This is an optimization exercise on Yosys and OpenROAD, whose aim is small area and a short achievable clock period, not a production implementation. Function was checked by simulation only, so behaviour that the tests miss may differ from the original. Power and IR drop assume default switching activity.

### run.sh
#!/bin/bash
# synth_recipe.tcl (not shown) runs the flow's synth.tcl, then flattens the netlist and writes it again
# the make line also repeats each setting of config.mk as NAME=value (left out here)
make -C /OpenROAD-flow-scripts/flow DESIGN_CONFIG=/design/flow/config.mk WORK_HOME=/design/flow/orfs CLKGATE_MAP_FILE= SYNTH_SCRIPT=/design/flow/synth_recipe.tcl finish
### config.mk
export PLATFORM = sky130hd
export DESIGN_NAME = alu_top
export DESIGN_NICKNAME = alu_top
export VERILOG_FILES = /design/flow/design.v
export SDC_FILE = /design/flow/constraint.sdc
export NUM_CORES = 4
export LEC_CHECK = 0
export CAP_MARGIN = 20
export CORE_MARGIN = 2
export CORE_UTILIZATION = 40
export SLEW_MARGIN = 20
### constraint.sdc
create_clock -name core_clock -period 26.0 [get_ports {clk_i}]
set_input_delay 5.2000 -clock core_clock [delete_from_list [all_inputs] [get_ports {clk_i}]]
set_output_delay 5.2000 -clock core_clock [all_outputs]
set_load 0.01 [all_outputs]
### design.v
`timescale 1ns/10ps
module alu_top (
    input  logic        clk_i,
    input  logic [2:0]  ALUControl_i,
    input  logic [63:0] A_i,
    input  logic [63:0] B_i,
    output logic [63:0] result_o,
    output logic        zero_o,
    output logic        overflow_o,
    output logic        carryout_o,
    output logic        negative_o
);
    logic [2:0]  ctrl_q;
    logic [63:0] a_q;
    logic [63:0] b_q;
    logic [63:0] result_d;
    logic        zero_d, overflow_d, carryout_d, negative_d;
    always_ff @(posedge clk_i) begin
        ctrl_q <= ALUControl_i;
        a_q    <= A_i;
        b_q    <= B_i;
    end
    ALU u_alu (
        .result_o     (result_d),
        .zero_o       (zero_d),
        .overflow_o   (overflow_d),
        .carryout_o   (carryout_d),
        .negative_o   (negative_d),
        .ALUControl_i (ctrl_q),
        .A_i          (a_q),
        .B_i          (b_q)
    );
    always_ff @(posedge clk_i) begin
        result_o   <= result_d;
        zero_o     <= zero_d;
        overflow_o <= overflow_d;
        carryout_o <= carryout_d;
        negative_o <= negative_d;
    end
endmodule

`timescale 1ns/10ps
module MUX_2x1 (out_o, in_zero_i, in_one_i, select_i);
    output  logic   out_o;
    input   logic   in_zero_i;
    input   logic   in_one_i;
    input   logic   select_i;
    logic           not_select;
    logic           and_zero;
    logic           and_one;
    not     NOT_SELECT  (not_select, select_i);
    and     AND_ZERO    (and_zero, in_zero_i, not_select);
    and     AND_ONE     (and_one, in_one_i, select_i);
    or      OR_OUT      (out_o, and_zero, and_one);
endmodule
`timescale 1ns/10ps
module MUX_Nx2x1(outputs_o, inputs_i, select_i);
    parameter   INPUT_LENGTH    = 64;
    parameter   INPUT_WIDTH     = 2;
    output  logic [INPUT_LENGTH - 1 : 0]                        outputs_o;
    input   logic [INPUT_WIDTH - 1 : 0] [INPUT_LENGTH - 1 : 0]  inputs_i;
    input   logic                                               select_i;
    genvar i;
    generate
        for (i = 0; i < INPUT_LENGTH; i++)
            MUX_2x1  mux_i   (.out_o(outputs_o[i]), .in_zero_i(inputs_i[0][i]), .in_one_i(inputs_i[1][i]), .select_i(select_i));
    endgenerate
endmodule
`timescale 1ns/10ps
module MUX_Nx4x1(outputs_o, inputs_i, selects_i);
    parameter   INPUT_LENGTH    = 64;
    parameter   INPUT_WIDTH     = 4;
    parameter   SELECT_WIDTH    = $clog2(INPUT_WIDTH);
    output  logic [INPUT_LENGTH - 1 : 0]                        outputs_o;
    input   logic [INPUT_WIDTH - 1 : 0] [INPUT_LENGTH - 1 : 0]  inputs_i;
    input   logic [SELECT_WIDTH - 1 : 0]                        selects_i;
    logic [SELECT_WIDTH - 1 : 0] [INPUT_LENGTH - 1 : 0]         temp;
    MUX_Nx2x1   m1  (.outputs_o(temp[0]), .inputs_i(inputs_i[1:0]), .select_i(selects_i[0]));
    MUX_Nx2x1   m2  (.outputs_o(temp[1]), .inputs_i(inputs_i[3:2]), .select_i(selects_i[0]));
    MUX_Nx2x1   m3  (.outputs_o(outputs_o), .inputs_i(temp), .select_i(selects_i[1]));
endmodule
`timescale 1ns/10ps
module MUX_Nx8x1(outputs_o, inputs_i, selects_i);
    parameter   INPUT_LENGTH    = 64;
    parameter   INPUT_WIDTH     = 8;
    parameter   SELECT_WIDTH    = $clog2(INPUT_WIDTH);
    output  logic [INPUT_LENGTH - 1 : 0]                        outputs_o;
    input   logic [INPUT_WIDTH - 1 : 0] [INPUT_LENGTH - 1 : 0]  inputs_i;
    input   logic [SELECT_WIDTH - 1 : 0]                        selects_i;
    logic [1 : 0] [INPUT_LENGTH - 1 : 0]         temp;
    MUX_Nx4x1   m1  (.outputs_o(temp[0]), .inputs_i(inputs_i[3:0]), .selects_i(selects_i[1:0]));
    MUX_Nx4x1   m2  (.outputs_o(temp[1]), .inputs_i(inputs_i[7:4]), .selects_i(selects_i[1:0]));
    MUX_Nx2x1   m3  (.outputs_o(outputs_o), .inputs_i(temp), .select_i(selects_i[2]));
endmodule
`timescale 1ns/10ps
module Full_Adder(S_o, C_out_o, A_i, B_i, C_in_i);
    output  logic   S_o;
    output  logic   C_out_o;
    input   logic   A_i;
    input   logic   B_i;
    input   logic   C_in_i;
    logic           AB;
    logic           BC_in;
    logic           AC_in;
    and     and_ab      (AB, A_i, B_i);
    and     and_bc      (BC_in, B_i, C_in_i);
    and     and_ac      (AC_in, A_i, C_in_i);
    or      or_c_out    (C_out_o, AB, BC_in, AC_in);
    xor     xor_s       (S_o, A_i, B_i, C_in_i);
endmodule
`timescale 1ns/10ps
module Full_Adder_N(S_o, C_out_o, A_i, B_i, C_in_i);
    parameter   REGISTER_WIDTH              = 64;
    output  logic [REGISTER_WIDTH - 1 : 0]  S_o;
    output  logic [REGISTER_WIDTH - 1 : 0]  C_out_o;
    input   logic [REGISTER_WIDTH - 1 : 0]  A_i;
    input   logic [REGISTER_WIDTH - 1 : 0]  B_i;
    input   logic                           C_in_i;
    Full_Adder  fa_i    (.S_o(S_o[0]), .C_out_o(C_out_o[0]), .A_i(A_i[0]), .B_i(B_i[0]), .C_in_i(C_in_i));
    genvar i;
    generate
        for(i = 1; i < REGISTER_WIDTH; i++) begin
            Full_Adder  fa_i    (.S_o(S_o[i]), .C_out_o(C_out_o[i]), .A_i(A_i[i]), .B_i(B_i[i]), .C_in_i(C_out_o[i-1]));
        end
    endgenerate
endmodule
`timescale 1ns/10ps
module AND_N (out_o, A_i, B_i);
    parameter   REGISTER_LENGTH                 = 64;
    output  logic [REGISTER_LENGTH - 1 : 0]     out_o; 
    input   logic [REGISTER_LENGTH - 1 : 0]     A_i;
    input   logic [REGISTER_LENGTH - 1 : 0]     B_i;
    genvar i;
    generate
        for (i = 0; i < REGISTER_LENGTH; i++) begin
            and     and_i   (out_o[i], A_i[i], B_i[i]);
        end
    endgenerate
endmodule
`timescale 1ns/10ps
module OR_N (out_o, A_i, B_i);
    parameter   REGISTER_LENGTH                 = 64;
    output  logic [REGISTER_LENGTH - 1 : 0]     out_o; 
    input   logic [REGISTER_LENGTH - 1 : 0]     A_i;
    input   logic [REGISTER_LENGTH - 1 : 0]     B_i;
    genvar i;
    generate
        for (i = 0; i < REGISTER_LENGTH; i++) begin
            or  or_i    (out_o[i], A_i[i], B_i[i]);
        end
    endgenerate
endmodule
`timescale 1ns/10ps
module XOR_N (out_o, A_i, B_i);
    parameter   REGISTER_LENGTH                 = 64;
    output  logic [REGISTER_LENGTH - 1 : 0]     out_o; 
    input   logic [REGISTER_LENGTH - 1 : 0]     A_i;
    input   logic [REGISTER_LENGTH - 1 : 0]     B_i;
    genvar i;
    generate
        for (i = 0; i < REGISTER_LENGTH; i++) begin
            xor     xor_i   (out_o[i], A_i[i], B_i[i]);
        end
    endgenerate
endmodule
`timescale 1ns/10ps
module zero_checker (flag_o, in_i);
    parameter   REGISTER_LENGTH     = 64;
    output  logic                               flag_o; 
    input   logic [REGISTER_LENGTH - 1 : 0]     in_i;
    logic [REGISTER_LENGTH : 0]             temp;
    assign temp[0] = 1'b0;
    not     not_one     (flag_o, temp[REGISTER_LENGTH]);
    genvar i;
    generate
        for (i = 0; i < REGISTER_LENGTH; i++) begin
            or  or_i    (temp[i+1], in_i[i], temp[i]);
        end
    endgenerate
endmodule
`timescale 1ns/10ps
module ALU (result_o, zero_o, overflow_o, carryout_o, negative_o, ALUControl_i, A_i, B_i);
    parameter   REGISTER_LENGTH                 = 64;
    parameter   ALU_CONTROL_LENGTH              = 3;
    output  logic [REGISTER_LENGTH - 1 : 0]     result_o;
    output  logic                               zero_o;
    output  logic                               overflow_o;
    output  logic                               carryout_o;
    output  logic                               negative_o;
    input   logic [ALU_CONTROL_LENGTH - 1 : 0]  ALUControl_i;
    input   logic [REGISTER_LENGTH - 1 : 0]     A_i;
    input   logic [REGISTER_LENGTH - 1 : 0]     B_i;
    logic [REGISTER_LENGTH - 1 : 0]             B_not;
    logic [REGISTER_LENGTH - 1 : 0]             cout_add;
    logic [REGISTER_LENGTH - 1 : 0]             cout_sub;
    /*verilator lint_off UNUSEDSIGNAL*/
    logic [REGISTER_LENGTH - 1 : 0]             cout;
    /*verilator lint_on UNUSEDSIGNAL*/
    logic [7 : 0] [REGISTER_LENGTH - 1 : 0]     op_matrix;
    genvar i;
    generate
        for (i = 0; i < REGISTER_LENGTH; i++)
            not     not_b_i     (B_not[i], B_i[i]);
    endgenerate
    Full_Adder_N    add_res     (.S_o(op_matrix[2]), .C_out_o(cout_add), .A_i(A_i), .B_i(B_i), .C_in_i(1'b0));
    Full_Adder_N    sub_res     (.S_o(op_matrix[3]), .C_out_o(cout_sub), .A_i(A_i), .B_i(B_not), .C_in_i(1'b1));
    AND_N           and_res     (.out_o(op_matrix[4]), .A_i(A_i), .B_i(B_i));
    OR_N            or_res      (.out_o(op_matrix[5]), .A_i(A_i), .B_i(B_i));
    XOR_N           xor_res     (.out_o(op_matrix[6]), .A_i(A_i), .B_i(B_i));
    assign op_matrix[0] = B_i;
    assign op_matrix[1] = '0;
    assign op_matrix[7] = '0;
    MUX_Nx8x1       res_mux     (.outputs_o(result_o), .inputs_i(op_matrix), .selects_i(ALUControl_i));
    MUX_Nx2x1       cout_mux    (.outputs_o(cout), .inputs_i({cout_sub, cout_add}), .select_i(ALUControl_i[0]));
    zero_checker    zflag       (.flag_o(zero_o), .in_i(result_o));
    xor             xor_of      (overflow_o, cout[63], cout[62]);
    assign carryout_o = cout[63];
    assign negative_o = result_o[63];
endmodule
==> flow_summary.ini <==
[yosys]
yosysUniqueCellTypes = 30
synthAdderAreaFrac_pct = 34.5
ys_seq_area_share_pct = 33.0
syn_avg_cell_area_sq_um = 10.5
synth_flop_cell = dfxtp_1
yosys_warnings = 1
ys_ff_latch = 198
synth_simple_gate_area_share_pct = 8.31
synth_top_area_share_pct = 33.0
post-synth-top-area-cell = dfxtp_1
synth_commonest_cells = dfxtp_1 (198), ha_1 (129), inv_1 (129), fa_1 (126), nand2_1 (121)
synthMuxAreaShare_pct = 0.0834
ys_async_sr_fraction_pct = 0
synth_compound_area_share_pct = 16.1
yosysMostFrequentCell = dfxtp_1
synth_nets = 1527
ys_top_cells_by_area = dfxtp_1 (33%), fa_1 (21%), ha_1 (13%)
synth_xor_area_share_pct = 0.0730
synth_top_family_by_area = adder cells
synthCells = 1140
synth_edf_count = 0
netlist_area_sq_um = 12000

[route]
wl_um = 31200
detail-route-antenna-nets = 0
wl_per_cell_um = 18.3
avgViaCountPerCell = 5.14
drc = 0
vias = 8773
drt_first_pass_iters = 5
drtIter0Drc = 518

[flow_run]
cap_violations = 0

[worst_setup_path]
path_delay_family = adder cells
worst-setup-path-type = reg2reg
critPathMaxFanout = 2
max_stage_delay_ns = 0.46
arrival_ns = 25.66
r2r-start = b_q[0]
timing.rr.end = zero_o
cp.required_ns = 26.35
critPathSlowestCell = fa_2
crit_top_cell = fa_2
endpoint_kind = register
r2r.worst_path.cells = 70
r2r_slack_ns = 0.70
worst-path-buf-inv = 0
start_kind = register

[clocking]
htree_levels = 4
cts_buffers = 17
cts_tree = built
path_clk_slew_ns = 0.07
clock_path_buffers = 2
clock-sinks = 198
post_cts_buffers = 0
insertion_delay_ns = 0.44
root_buffer = clkbuf_16
hold_buffers = 0

[grt]
grt_pass1_vias = 8743
grt_overflow_total = 0
antenna_found_initial = 0
track_usage_pct = 20.4
grt_start_max_net_pins = 207
grt_pass1_wl_um = 48500

[power_and_ir_drop]
power_w = 0.000823
combPwrFrac_pct = 23.4
p_sw_share_pct = 29.7
peakVddDrop_mv = 0.0464
leakagePower_nw = 6.33
power.switching_w = 0.000244
p_int_w = 0.000579
power_frac_clock_pct = 33.6
power_frac_seq_pct = 43.1
power_density_nw_per_um2 = 54.8

[floorplanning]
io_pins = 200
rows = 63
die_x_um = 177
dieArea_sq_um = 31400
die_height_um = 177
start_util_pct = 40.6
core_sq_um = 29600

[placement]
post-dp-hpwl_um = 23100
gp_congestion = 0.844
port_buffers = 199

[timing]
finalHoldViolations = 0
fmax_mhz = 39.5
slew_violations = 0
tightest_slew_ns = 0.864
setup-violations-final = 0
period_needed_ns = 25.30
rsz0062_at_grt = no
hold_ws_ns = 0.679
relSlewSlack_pct = 42.4
finalCritPeriodShare_pct = 97.3
skew_ns = 0.0128

[status]
outcome = no timing/DRC/antenna violations

[layout]
nets = 1692
fillers = 2671
antenna_cells = 0
area_growth_pct = 25.1
layout-drive-gt1-share_pct = 11.5

[min_path]
hold_path_class = reg2reg
min_path_cells = 2
whs_endpoint = result_o[55]
hold_start = b_q[55]
==> sequential cells by signal, summed over array words and instances (netlist names) <==
name,cells
overflow_o,1
result_o,64
zero_o,1
b_q,64
a_q,64
ctrl_q,3
carryout_o,1
==> cells by family (layout without fill, tap and decap cells) <==
logic type,after synthesis,after routing
AND/OR/NAND/NOR,229,229
multiplexers,1,1
flip-flops,198,198
buffers and inverters,200,378
adder cells (fa/ha/maj),255,255
XOR/XNOR,1,1
AO/OA/AOI/OAI,256,256
==> worst max-delay path by stage <==
stage	to	startpoint	cells after the start	slack, ns
after floorplan	zero_o	b_q[0]	70	0.02
after global placement	zero_o	b_q[0]	70	-1.09
after detailed placement	zero_o	b_q[0]	70	-1.37
after CTS	zero_o	b_q[0]	70	0.004
after global routing	zero_o	b_q[0]	70	0.001
final	zero_o	b_q[0]	70	0.70
==> through the flow <==
stage | utilization [%] | setup slack (ns) | TNS (ns) | instance area (sq um) | std cells
6_report | 50.8 | 0.696 | 0 | 15000 | 1708
3_3_place_gp | 48.1 | -1.09 | -2.54 | 14200 | 1676
5_1_grt | 50.8 | 0.00143 | 0 | 15000 | 1708
4_1_cts | 50.5 | 0.00419 | 0 | 14900 | 1708
2_1_floorplan | - | 0.0180 | 0 | 12000 | 1140
3_5_place_dp | 48.1 | -1.37 | -3.91 | 14200 | 1676
==> per-layer routing <==
metal  routed length [um]  vias to the layer above  part of all wire [%]  track usage [%]
met5                    0                        -                     0                0
met4                  634                        0                   2.0             5.79
met3                 1570                       34                   5.0             3.89
met2                15600                      257                    50             35.3
met1                13400                     4299                    43             25.9
li1                     -                     4183                     -                -
==> area by class of cell <==
type	instances	area, sq um	area share, %
Multi-Input combinational cell	742	7310	48.7
Sequential cell	198	3980	26.5
Timing Repair Buffer	217	2140	14.3
Tap cell	390	488	3.25
Inverter	129	484	3.23
Clock buffer	20	468	3.12
Clock inverter	12	141	0.942
==> worst register-to-register path: cells and delay by family (launching register included) <==
family          cells  cell delay, ns
fa+ha+maj          64           23.80
compound gates      2            0.26
flops               1            0.32
simple gates        4            0.85
==> cells in the final DEF (no fill, tap or decap), drive strengths merged, types with 2 or more instances in the layout <==
master / count
o211ai: 56
a21oi: 65
o21ai: 8
ha: 129
nor4: 17
a211o: 59
dfxtp: 198
clkbuf: 20
nand2: 121
bufinv: 2
buf: 18
clkinvlp: 3
a21o: 4
nand4: 4
nand2b: 8
nor2b: 17
nor2: 62
inv: 133
a32oi: 63
fa: 126
clkinv: 3
clkdlybuf4s50: 199
==> power groups by stage <==
| stage | clock network [W] | logic (W) | registers (W) |
|---|---|---|---|
| global placement | 0 | 0.000186 | 0.000361 |
| CTS | 0.000284 | 0.000192 | 0.000355 |
| detailed placement | 0 | 0.000189 | 0.000361 |
| finish | 0.000276 | 0.000192 | 0.000354 |
| floorplan | 0 | 0.000106 | 0.000358 |
| global route | 0.000294 | 0.000217 | 0.000358 |
==> timing repair <==
item	in CTS	in global routing
gates resized for setup	39	34
pin swaps	11	16
setup endpoints to repair	6	5

[afterwards: timing with drivers on the ports]
In the flow no input, the clock included, has a driving cell. The finished layout below was timed again as built, in two steps.
Step 1 sets driving cells, clkbuf_16 on the clock port and buf_2 on the other inputs (assumed; they add their load-dependent delay and slew).
Step 2, shift: input delay + t, output delay - t, t = (earliest + latest rising clock arrival at the registers) / 2. This alone moves slack from input paths to output paths.
Three values: ideal ports, drivers, drivers and shift; two values: the first two.
shift t [ns]: 0.480
setup WS [ns]: 0.696 / 0.696 / 0.696
cell pins on the clock port's net: 1
After both steps setup and hold are still met in this run. The setup slack of this run moves by 0.000 ns with the drivers and by 0.000 ns with both steps.
